Background: an optimization exercise with open tools, aiming at small area, a short achievable clock period and few clock cycles. Do not read the settings as production practice.
RTL that was checked went through simulation tests only; none was proved equivalent to the original.
Power and IR drop assume default switching activity.

Design user_proj_sdram, start of the top module:
module user_proj_sdram (
    input  wire        wb_clk_i,
    input  wire        wb_rst_i,
    input  wire        wbs_stb_i,
    input  wire        wbs_cyc_i,
    input  wire        wbs_we_i,
    input  wire [3:0]  wbs_sel_i,
    input  wire [31:0] wbs_dat_i,
    input  wire [31:0] wbs_adr_i,
    output wire        wbs_ack_o,
    output wire [31:0] wbs_dat_o,
    output wire        sdram_cke,
    output wire        sdram_cs_n,
    output wire        sdram_ras_n,
    output wire        sdram_cas_n,
    output wire        sdram_we_n,
    output wire [3:0]  sdram_dqm,
    output wire [1:0]  sdram_ba,
    output wire [12:0] sdram_a,
    input  wire [31:0] sdram_dqi,
    output wire [31:0] sdram_dqo
);
    sdram_controller u_ctrl (
        .clk      (wb_clk_i),
        .rst      (wb_rst_i),
        .req      (wbs_stb_i & wbs_cyc_i),
        .we       (wbs_we_i),
        .sel      (wbs_sel_i),
        .adr      (wbs_adr_i[22:0]),
        .dat_i    (wbs_dat_i),
        .ack      (wbs_ack_o),
        .dat_o    (wbs_dat_o),
        .sdram_cke(sdram_cke),
        .sdram_cs_n(sdram_cs_n),
        .sdram_ras_n(sdram_ras_n),
        .sdram_cas_n(sdram_cas_n),
        .sdram_we_n(sdram_we_n),
        .sdram_dqm(sdram_dqm),
        .sdram_ba (sdram_ba),
        .sdram_a  (sdram_a),
        .sdram_dqi(sdram_dqi),
        .sdram_dqo(sdram_dqo)
    );
endmodule
==> flow/config.mk <==
export PLATFORM = sky130hd
export DESIGN_NAME = user_proj_sdram
export DESIGN_NICKNAME = user_proj_sdram
export VERILOG_FILES = /design/flow/design.v
export SDC_FILE = /design/flow/constraint.sdc
export NUM_CORES = 4
export LEC_CHECK = 0
export CAP_MARGIN = 20
export CORE_MARGIN = 2
export CORE_UTILIZATION = 40
export SETUP_SLACK_MARGIN = 1.5
export SLEW_MARGIN = 20
==> flow/constraint.sdc <==
create_clock -name core_clock -period 4.5 [get_ports {wb_clk_i}]
set_input_delay 0.9000 -clock core_clock [delete_from_list [all_inputs] [get_ports {wb_clk_i}]]
set_output_delay 0.9000 -clock core_clock [all_outputs]
set_load 0.01 [all_outputs]
run.sh (not shown) runs the stock make flow with config.mk's settings and CLKGATE_MAP_FILE= SYNTH_SCRIPT=/design/flow/synth_recipe.tcl, a recipe that flattens the netlist after the stock synthesis.
Rerun with:
--- a/flow/config.mk
+++ b/flow/config.mk
@@ -7,0 +8 @@
+export ABC_CLOCK_PERIOD_IN_PS = 2500
@@ -10,2 +11,2 @@
-export CORE_UTILIZATION = 40
-export SETUP_SLACK_MARGIN = 1.5
+export CORE_UTILIZATION = 55
+export SETUP_SLACK_MARGIN = 2.0
The new run completed without violations. Maximum frequency climbs slightly. Synthesized cell count does not change. Non-clock buffer count climbs by 41. Final area climbs by a few percent. Worst hold slack improves by 0.0047 ns. Sequential cell count does not change.
No run of this note included a check of the RTL's function; only the layout flow was run.

---

Another version of the RTL of user_proj_sdram (not shown whole).
For scale: roughly 1200 cells after synthesis, about 170 flip-flops, roughly 190 I/O pins, ~9800 um2 of cells after synthesis.
export LEC_CHECK = 0
export ABC_AREA = 1
export CAP_MARGIN = 20
export CORE_MARGIN = 2
export CORE_UTILIZATION = 40
export SETUP_SLACK_MARGIN = 1.1
export SLEW_MARGIN = 20
create_clock -name core_clock -period 4.5 [get_ports {wb_clk_i}]
standard.sh (not shown) runs the stock make flow with config.mk's settings and CLKGATE_MAP_FILE= SYNTH_SCRIPT=/design/flow/synth_recipe.tcl, a recipe that flattens the netlist after the stock synthesis.
==> flow/flow/run.sh <==
#!/bin/bash
# Standard layout, with the smallest buffer on the ports (buffer_ports
# otherwise picks clkdlybuf4s50_1); timing repair still sizes them up where
# needed. Each tool writes its own log under orfs/logs; make's output goes
# to flow_make.log.
set -euo pipefail
export BUFFER_PORTS_ARGS="-buffer_cell sky130_fd_sc_hd__buf_1"
bash standard.sh > flow_make.log 2>&1
Testbench counts at the start, summed over its fixed seeds: cycles 23,337.
Change:
ABC_AREA = 0   (was 1)
ABC_CLOCK_PERIOD_IN_PS = 1000   (was unset)
SETUP_SLACK_MARGIN = 1.5   (was 1.1)
Outcome: Global-route usage came out lower by 1.0 points. Area after synthesis came out lower by 6.9%. Power came out lower by 1.3%. Die area came out lower by 6.8%. Critical path depth came out lower by 2. Clock-buffer cell count came out lower by 3. Design area came out lower by 2.0%.
Change:
ABC_AREA = 1   (was 0)
ABC_CLOCK_PERIOD_IN_PS = unset   (was 1000)
SETUP_SLACK_MARGIN = 0.8   (was 1.5)
Result: The new run produced a clean layout; combinational power went up by 10%; final area went down by 0.60%; final cell count went up by 29%.
Change:
SETUP_SLACK_MARGIN = 1.25   (was 0.8)
Result: The changed run passed the timing, DRC and antenna checks; global-route usage goes up by 1.1 points; via count goes up by 3.0%; total power is about the same; final cell count came out higher by 1.4%; setup slack improves by 350 ps; clock power decreases by about 5%; clock-buffer cell count stays the same; area after synthesis is unchanged; synthesized cell count does not change; first-iteration DRC count decreases by 23%; cell area climbs by 5.5%.

---

user_proj_sdram, a different RTL version from the one above (not shown whole).
Size in the first run: about 170 flip-flops, roughly 9600 µm² of cells after synthesis.
clock: 4.5 ns
lec_check: 0
abc_area: 1
cap_margin: 20
core_margin: 2
core_utilization: 40
setup_slack_margin: 0.9
slew_margin: 20
Scripts as last shown in full above: flow/flow/run.sh
The first run completed with no timing, DRC or antenna violations.
Testbench counts at the start, summed over its fixed seeds: cycles 22,467.
Change:
SETUP_SLACK_MARGIN = 1.25   (was 0.9)
Effect: Total power is higher by 9.1%; worst hold slack is about the same; die area is unchanged; synthesized area stays the same; setup slack improved by 43 ps.
Change:
CTS_CLUSTER_DIAMETER = 100   (was unset)
CTS_CLUSTER_SIZE = 50   (was unset)
SETUP_SLACK_MARGIN = 1.0   (was 1.25)
After rerunning: Sequential power is about the same. Routed wire length decreases by a few percent. Hold slack is worse by 3.3 ps. Maximum frequency increases slightly. Global-route usage decreases by 0.46 points. Die area does not change. Setup slack improved by 18 ps.
Change:
CTS_CLUSTER_DIAMETER = unset   (was 100)
CTS_CLUSTER_SIZE = unset   (was 50)
GPL_TIMING_DRIVEN = 0   (was unset)
After rerunning: Worst hold slack improves by 3.2 ps; first-iteration DRC count is lower by 10%; total power went up by 4.0%; flip-flop and latch count is unchanged; worst setup slack is worse by 160 ps; final area climbs by 9.5%; critical path depth drops by 1.
Change:
GPL_TIMING_DRIVEN = unset   (was 0)
SETUP_SLACK_MARGIN = 1.1   (was 1.0)
Routed wire length is lower by 7.6%.
Setup slack gains 190 ps.
Hold slack barely changes.
Via count shrinks by 6.3%.
Global-route usage shrinks by 1.1 points.
Critical path depth is unchanged.
Change:
CORE_UTILIZATION = 55   (was 40)
SETUP_SLACK_MARGIN = 1.0   (was 1.1)
What happened: The changed run completed with no timing, DRC or antenna violations. Die area came out lower by 27%. Sequential share of layout area came out higher by 1.1 points. Design area came out lower by 2.5%. Worst setup slack got worse by 42 ps. Total power came out lower by 1.7%. Routed wire length came out higher by 0.43%. Sequential cell count stays the same. Worst hold slack stays flat. Core utilization came out higher by 15 points. Register-to-register slack improved by 90 ps.

re-timing with driven ports:
How much do the figures lean on ideal ports? The routed layouts below were timed once more, with nothing changed but the port constraints.
Step 1 sets driving cells, clkbuf_16 on the clock port and buf_2 on the other inputs (assumed; they add their load-dependent delay and slew).
Step 2 also shifts input and output timing later by t, the mid clock arrival at the registers, as if the neighbouring blocks saw the same clock.
Slacks: ideal ports / drivers / drivers and shift; pairs: ideal ports / drivers.
| run | t (ns) | slack for setup (ns) | worst setup path after step 2 |
|---|---|---|---|
| the first run of note 1 | 0.554 | 0.917 / 0.877 / 0.442 | input to register |
| the second run of note 1 | 0.567 | 0.960 / 0.921 / 0.493 | input to register |
| the first run of note 2 | 0.470 | 1.165 / 1.143 / 0.929 | input to register |
| the second run of note 2 | 0.485 | 0.918 / 0.888 / 0.888 | input to output |
| the third run of note 2 | 0.467 | 0.923 / 0.894 / 0.894 | input to output |
| the fourth run of note 2 | 0.477 | 1.274 / 1.250 / 0.920 | input to register |
| the first run of note 3 | 0.466 | 1.036 / 1.009 / 0.836 | input to register |
| the second run of note 3 | 0.476 | 1.079 / 1.060 / 1.019 | input to register |
| the third run of note 3 | 0.470 | 1.097 / 1.078 / 0.918 | input to register |
| the fourth run of note 3 | 0.480 | 0.941 / 0.908 / 0.766 | input to register |
| the fifth run of note 3 | 0.470 | 1.132 / 1.107 / 0.863 | input to register |
| the sixth run of note 3 | 0.469 | 1.090 / 1.062 / 0.836 | input to register |
After both steps every run listed still meets setup and hold. For the first run of note 1, which loses most, drivers alone change the setup slack by -0.040 ns; drivers and shift together by -0.475 ns.
